From an optimization exercise on the open Yosys and OpenROAD flow, aimed at small area; shortcuts taken in it are not production practice. Function was checked by simulation only, so behaviour that the tests miss may differ from the original. Power figures rest on the tool's default switching activity, not on a simulated workload.

==> inputs of 12-25 <==
==> flow/design.v <==
`timescale 1ns / 10ps
module sync_fifo
  #
  (
   parameter WIDTH = 32,
   parameter DEPTH = 8,
   parameter DLOG2 = 3,
   parameter AFULL = 3
   )
  (
   input  [WIDTH-1:0]     data,
   input                  wrreq,
   input                  rdreq,
   input                  clock,
   input                  aclr,
   output [WIDTH-1:0]     q,
   output                 full,
   output                 empty,
   output reg [DLOG2-1:0] usedw,
   output                 almost_full
   );
  reg [WIDTH-1:0]         mem [DEPTH-1:0];
  reg                     q_vld;
  integer                 k;
  always @(posedge clock)
    if (wrreq) begin
      mem[0] <= data;
      for (k = 1; k < DEPTH; k = k + 1)
        mem[k] <= mem[k-1];
    end
  wire            cnt_en = wrreq ^ rdreq;
  wire            cnt_dn = rdreq;
  wire [DLOG2-1:0] tgl;
  genvar g;
  assign tgl[0] = cnt_en;
  generate for (g = 1; g < DLOG2; g = g + 1) begin : g_tgl
    assign tgl[g] = tgl[g-1] & (usedw[g-1] ^ cnt_dn);
  end endgenerate
  always @(posedge clock, posedge aclr)
    if (aclr) begin
      usedw <= 'b0;
      q_vld <= 1'b0;
    end else begin
      usedw <= usedw ^ tgl;
      if (rdreq) q_vld <= 1'b1;
    end
  wire [DEPTH-1:0] sel;
  generate for (g = 0; g < DEPTH; g = g + 1) begin : g_sel
    assign sel[g] = q_vld & (usedw == g);
  end endgenerate
  wire [WIDTH-1:0] t0 = ~((mem[0] & {WIDTH{sel[0]}}) | (mem[1] & {WIDTH{sel[1]}}) | (mem[2] & {WIDTH{sel[2]}}));
  wire [WIDTH-1:0] t1 = ~((mem[3] & {WIDTH{sel[3]}}) | (mem[4] & {WIDTH{sel[4]}}) | (mem[5] & {WIDTH{sel[5]}}));
  wire [WIDTH-1:0] t2 = ~((mem[6] & {WIDTH{sel[6]}}) | (mem[7] & {WIDTH{sel[7]}}));
  assign q = ~(t0 & t1 & t2);
  assign full = &usedw;
  assign empty = ~|usedw;
  assign almost_full = usedw > AFULL;
endmodule  
==> flow/flow/run.sh <==
#!/bin/bash
# Layout flow: the standard ORFS layout (standard.sh) with these changes:
#  - synthesis maps the combinational logic with an area-only ABC script
#    (flow/abc_area.script, via flow/synth_area.tcl); registers are mapped
#    by the standard synthesis steps, before ABC, so they are unchanged;
#  - ports are buffered with the smallest buffer (buf_1);
#  - the clock tree is built from clkbuf_4/clkbuf_8 without dummy loads.
# Each make run writes its output to a log of its own here; ORFS keeps its
# per-step logs under orfs/logs.
set -euo pipefail
work=$(pwd)
export FLOW_ABC_SCRIPT=$work/flow/abc_area.script
export FLOW_STD_SYNTH=$work/synth_recipe.tcl
vars=(
  "SYNTH_SCRIPT=$work/flow/synth_area.tcl"
  "BUFFER_PORTS_ARGS=-buffer_cell sky130_fd_sc_hd__buf_1"
  "CTS_ARGS=-sink_clustering_enable -repair_clock_nets -dont_use_dummy_load -buf_list {sky130_fd_sc_hd__clkbuf_4 sky130_fd_sc_hd__clkbuf_8} -sink_clustering_size 16 -sink_clustering_max_diameter 50"
)
bash standard.sh "${vars[@]}" synth > "$work/synth.log" 2>&1
bash standard.sh "${vars[@]}" finish > "$work/layout.log" 2>&1
==> flow/flow/abc_area.script <==
&get -n
&st
&synch2
&nf -a
&put
==> flow/flow/synth_area.tcl <==
# The standard flow's synthesis (synth_recipe.tcl) with one change: the ABC call that maps
# the combinational logic uses an area-only script (flow/abc_area.script)
# instead of ORFS's delay-driven one. Registers are mapped before ABC runs,
# so they come out as in the standard synthesis.
proc abc {args} {
  set i [lsearch -exact $args -script]
  if { $i >= 0 && ![string match *retime* [lindex $args [expr {$i + 1}]]] } {
    lset args [expr {$i + 1}] $::env(FLOW_ABC_SCRIPT)
  }
  foreach opt {-D -constr} {
    set j [lsearch -exact $args $opt]
    if { $j >= 0 } { set args [lreplace $args $j [expr {$j + 1}]] }
  }
  yosys abc {*}$args
}
source $::env(FLOW_STD_SYNTH)
==> flow/standard.sh <==
#!/bin/bash
# synth_recipe.tcl (not shown) runs the flow's synth.tcl, then flattens the netlist and writes it again
# the make line also repeats each setting of config.mk as NAME=value (left out here)
make -C /OpenROAD-flow-scripts/flow DESIGN_CONFIG=/design/flow/config.mk WORK_HOME=/design/flow/orfs CLKGATE_MAP_FILE= SYNTH_SCRIPT=/design/flow/synth_recipe.tcl "${@:-finish}"
==> flow/config.mk <==
export PLATFORM = sky130hd
export DESIGN_NAME = sync_fifo
export DESIGN_NICKNAME = sync_fifo
export VERILOG_FILES = /design/flow/design.v
export SDC_FILE = /design/flow/constraint.sdc
export NUM_CORES = 4
export LEC_CHECK = 0
export CAP_MARGIN = 20
export CORE_MARGIN = 2
export CORE_UTILIZATION = 40
export SLEW_MARGIN = 20
==> flow/constraint.sdc <==
create_clock -name core_clock -period 5.0 [get_ports {clock}]
set_input_delay 1.0000 -clock core_clock [delete_from_list [all_inputs] [get_ports {clock}]]
set_output_delay 1.0000 -clock core_clock [all_outputs]
set_load 0.01 [all_outputs]
==> 06-10: changes against 12-25 <==
==> flow/design.v (replaced) <==
`timescale 1ns / 10ps
module sync_fifo
  #
  (
   parameter WIDTH = 32,
   parameter DEPTH = 8,
   parameter DLOG2 = 3,
   parameter AFULL = 3
   )
  (
   input  [WIDTH-1:0]     data,
   input                  wrreq,
   input                  rdreq,
   input                  clock,
   input                  aclr,
   output reg [WIDTH-1:0] q,
   output                 full,
   output                 empty,
   output reg [DLOG2-1:0] usedw,
   output                 almost_full
   );
  localparam NWORDS = DEPTH - 1;
  reg [WIDTH-1:0]         mem [NWORDS-1:0];
  integer                 k;
  always @(posedge clock)
    if (wrreq) begin
      mem[0] <= data;
      for (k = 1; k < NWORDS; k = k + 1)
        mem[k] <= mem[k-1];
    end
  wire            cnt_en = wrreq ^ rdreq;
  wire            cnt_dn = rdreq;
  wire [DLOG2-1:0] tgl;
  genvar g;
  assign tgl[0] = cnt_en;
  generate for (g = 1; g < DLOG2; g = g + 1) begin : g_tgl
    assign tgl[g] = tgl[g-1] & (usedw[g-1] ^ cnt_dn);
  end endgenerate
  wire [NWORDS-1:0] sel;
  generate for (g = 0; g < NWORDS; g = g + 1) begin : g_sel
    assign sel[g] = rdreq & (usedw == g + 1);
  end endgenerate
  wire hold = ~rdreq;
  wire [WIDTH-1:0] t0 = ~((mem[0] & {WIDTH{sel[0]}}) | (mem[1] & {WIDTH{sel[1]}}) | (mem[2] & {WIDTH{sel[2]}}));
  wire [WIDTH-1:0] t1 = ~((mem[3] & {WIDTH{sel[3]}}) | (mem[4] & {WIDTH{sel[4]}}) | (mem[5] & {WIDTH{sel[5]}}));
  wire [WIDTH-1:0] t2 = ~((mem[6] & {WIDTH{sel[6]}}) | (q & {WIDTH{hold}}));
  wire [WIDTH-1:0] q_nxt = ~(t0 & t1 & t2);
  always @(posedge clock, posedge aclr)
    if (aclr) begin
      usedw <= 'b0;
      q     <= 'b0;
    end else begin
      usedw <= usedw ^ tgl;
      q     <= q_nxt;
    end
  assign full = &usedw;
  assign empty = ~|usedw;
  assign almost_full = usedw > AFULL;
endmodule  
==> flow/flow/run.sh (replaced) <==
#!/bin/bash
# Layout flow: the standard ORFS layout (standard.sh) with these changes:
#  - synthesis maps the combinational logic with an area-only ABC script
#    (flow/abc_area.script, via flow/synth_area.tcl); registers are mapped
#    by the standard synthesis steps, before ABC, so they are unchanged;
#  - ports are buffered with the smallest buffer (buf_1);
#  - the clock tree is built from clkbuf_4 without dummy loads.
# Each make run writes its output to a log of its own here; ORFS keeps its
# per-step logs under orfs/logs.
set -euo pipefail
work=$(pwd)
export FLOW_ABC_SCRIPT=$work/flow/abc_area.script
export FLOW_STD_SYNTH=$work/synth_recipe.tcl
vars=(
  "SYNTH_SCRIPT=$work/flow/synth_area.tcl"
  "BUFFER_PORTS_ARGS=-buffer_cell sky130_fd_sc_hd__buf_1"
  "CTS_ARGS=-sink_clustering_enable -repair_clock_nets -dont_use_dummy_load -buf_list {sky130_fd_sc_hd__clkbuf_4} -sink_clustering_size 10 -sink_clustering_max_diameter 40"
  "CORE_UTILIZATION=75"
  "PLACE_DENSITY=0.88"
)
bash standard.sh "${vars[@]}" synth > "$work/synth.log" 2>&1
bash standard.sh "${vars[@]}" finish > "$work/layout.log" 2>&1
==> flow/flow/abc_area.script (replaced) <==
&get -n
&st
&dch
&nf -a
&put
==> 05-28: changes against 12-25 <==
==> flow/design.v (replaced) <==
`timescale 1ns / 10ps
module sync_fifo
  #
  (
   parameter WIDTH = 32,
   parameter DEPTH = 8,
   parameter DLOG2 = 3,
   parameter AFULL = 3
   )
  (
   input  [WIDTH-1:0]     data,
   input                  wrreq,
   input                  rdreq,
   input                  clock,
   input                  aclr,
   output reg [WIDTH-1:0] q,
   output                 full,
   output                 empty,
   output reg [DLOG2-1:0] usedw,
   output                 almost_full
   );
  localparam NWORDS = DEPTH - 1;
  reg [WIDTH-1:0]         mem [NWORDS-1:0];
  integer                 k;
  always @(posedge clock)
    if (wrreq) begin
      mem[0] <= data;
      for (k = 1; k < NWORDS; k = k + 1)
        mem[k] <= mem[k-1];
    end
  wire            cnt_en = wrreq ^ rdreq;
  wire            cnt_dn = rdreq;
  wire [DLOG2-1:0] tgl;
  genvar g;
  assign tgl[0] = cnt_en;
  generate for (g = 1; g < DLOG2; g = g + 1) begin : g_tgl
    assign tgl[g] = tgl[g-1] & (usedw[g-1] ^ cnt_dn);
  end endgenerate
  wire [NWORDS-1:0] sel;
  generate for (g = 0; g < NWORDS; g = g + 1) begin : g_sel
    assign sel[g] = rdreq & (usedw == g + 1);
  end endgenerate
  wire hold = ~rdreq;
  wire [WIDTH-1:0] t0 = ~((mem[0] & {WIDTH{sel[0]}}) | (mem[1] & {WIDTH{sel[1]}}) | (mem[2] & {WIDTH{sel[2]}}));
  wire [WIDTH-1:0] t1 = ~((mem[3] & {WIDTH{sel[3]}}) | (mem[4] & {WIDTH{sel[4]}}) | (mem[5] & {WIDTH{sel[5]}}));
  wire [WIDTH-1:0] t2 = ~((mem[6] & {WIDTH{sel[6]}}) | (q & {WIDTH{hold}}));
  wire [WIDTH-1:0] q_nxt = ~(t0 & t1 & t2);
  always @(posedge clock, posedge aclr)
    if (aclr) begin
      usedw <= 'b0;
      q     <= 'b0;
    end else begin
      usedw <= usedw ^ tgl;
      q     <= q_nxt;
    end
  assign full = &usedw;
  assign empty = ~|usedw;
  assign almost_full = usedw > AFULL;
endmodule  
==> flow/flow/run.sh (replaced) <==
#!/bin/bash
# Layout flow: the standard ORFS layout (standard.sh) with these changes:
#  - synthesis maps the combinational logic with an area-only ABC script
#    (flow/abc_area.script, via flow/synth_area.tcl); registers are mapped
#    by the standard synthesis steps, before ABC, so they are unchanged;
#  - ports are buffered with the smallest buffer (buf_1);
#  - the clock tree is built from clkbuf_4 without dummy loads.
# Each make run writes its output to a log of its own here; ORFS keeps its
# per-step logs under orfs/logs.
set -euo pipefail
work=$(pwd)
export FLOW_ABC_SCRIPT=$work/flow/abc_area.script
export FLOW_STD_SYNTH=$work/synth_recipe.tcl
vars=(
  "SYNTH_SCRIPT=$work/flow/synth_area.tcl"
  "BUFFER_PORTS_ARGS=-buffer_cell sky130_fd_sc_hd__buf_1"
  "CTS_ARGS=-sink_clustering_enable -repair_clock_nets -dont_use_dummy_load -buf_list {sky130_fd_sc_hd__clkbuf_4} -sink_clustering_size 10 -sink_clustering_max_diameter 40"
  "CORE_UTILIZATION=50"
  "PLACE_DENSITY=0.65"
)
bash standard.sh "${vars[@]}" synth > "$work/synth.log" 2>&1
bash standard.sh "${vars[@]}" finish > "$work/layout.log" 2>&1
==> flow/flow/abc_area.script (replaced) <==
&get -n
&st
&dch
&nf -a
&put
==> flow_summary_export.csv <==
group,metric,value,unit
synth,async_flop_share,1.54,%
clock_network,clkTransAtPathRegs,0.08,ns
cells_and_area,final_cell_mix,"256 x edfxtp_1, 72 x buf_1, 64 x a222oi_1",
power,power.internal,3470,uW
worst_setup_path,cp.required,4.00,ns
status,status,"complete, no violations",
place,dpl.cell_count,769,
worst_setup_path,slowest_stage,"and4b_2",
That was 12-25.
==> flow_summary_export.csv <==
group,metric,value,unit
status,status,"complete, no violations",
worst_setup_path,slowest_stage,"dfrtp_1",
cells_and_area,final_cell_mix,"224 x edfxtp_1, 72 x buf_1, 64 x a222oi_1",
synth,yosysMostFrequentCell,"edfxtp_1",
synth,async_flop_share,13.5,%
worst_setup_path,cp.required,4.00,ns
power,power.internal,3250,uW
clock_network,clkTransAtPathRegs,0.10,ns
That was 05-28.
==> flow_summary_export.csv <==
group,metric,value,unit
power,power.internal,3220,uW
place,dpl.cell_count,633,
cells_and_area,final_cell_mix,"224 x edfxtp_1, 72 x buf_1, 64 x a222oi_1",
status,status,"complete, no violations",
worst_setup_path,slowest_stage,"nor4bb_4",
synth,async_flop_share,13.5,%
That was 06-10.

re-timing with driven ports:
The flow's constraints put no driver on any port. The routed layouts listed below were extracted and timed again, unchanged, in two steps. Step 1 assumes that a clkbuf_16 drives the clock port and a buf_2 every other input. Step 2 adds t to the input delays and takes it off the output delays; t is the mean of the earliest and latest rising clock arrival at the registers after step 1. Input paths then give back, and output paths get back, about the clock's delay inside the block. Slacks: no drivers / after step 1 / after step 2; pairs: no drivers / after step 1.
run	shift t [ns]	slack for setup (ns)	worst setup path after step 2	clock arrival spread, ns	worst slew at a driven data input, ns
12-25	0.562	1.258 / 1.218 / 1.780	register to output	0.069 / 0.070	0.04
06-10	0.625	2.257 / 2.268 / 1.642	input to register	0.087 / 0.087	0.04
05-28	0.627	2.407 / 2.373 / 1.920	input to register	0.073 / 0.073	0.04
After both steps every run listed still meets setup and hold. For 06-10, which loses most, drivers alone change the setup slack by +0.011 ns; drivers and shift together by -0.615 ns.
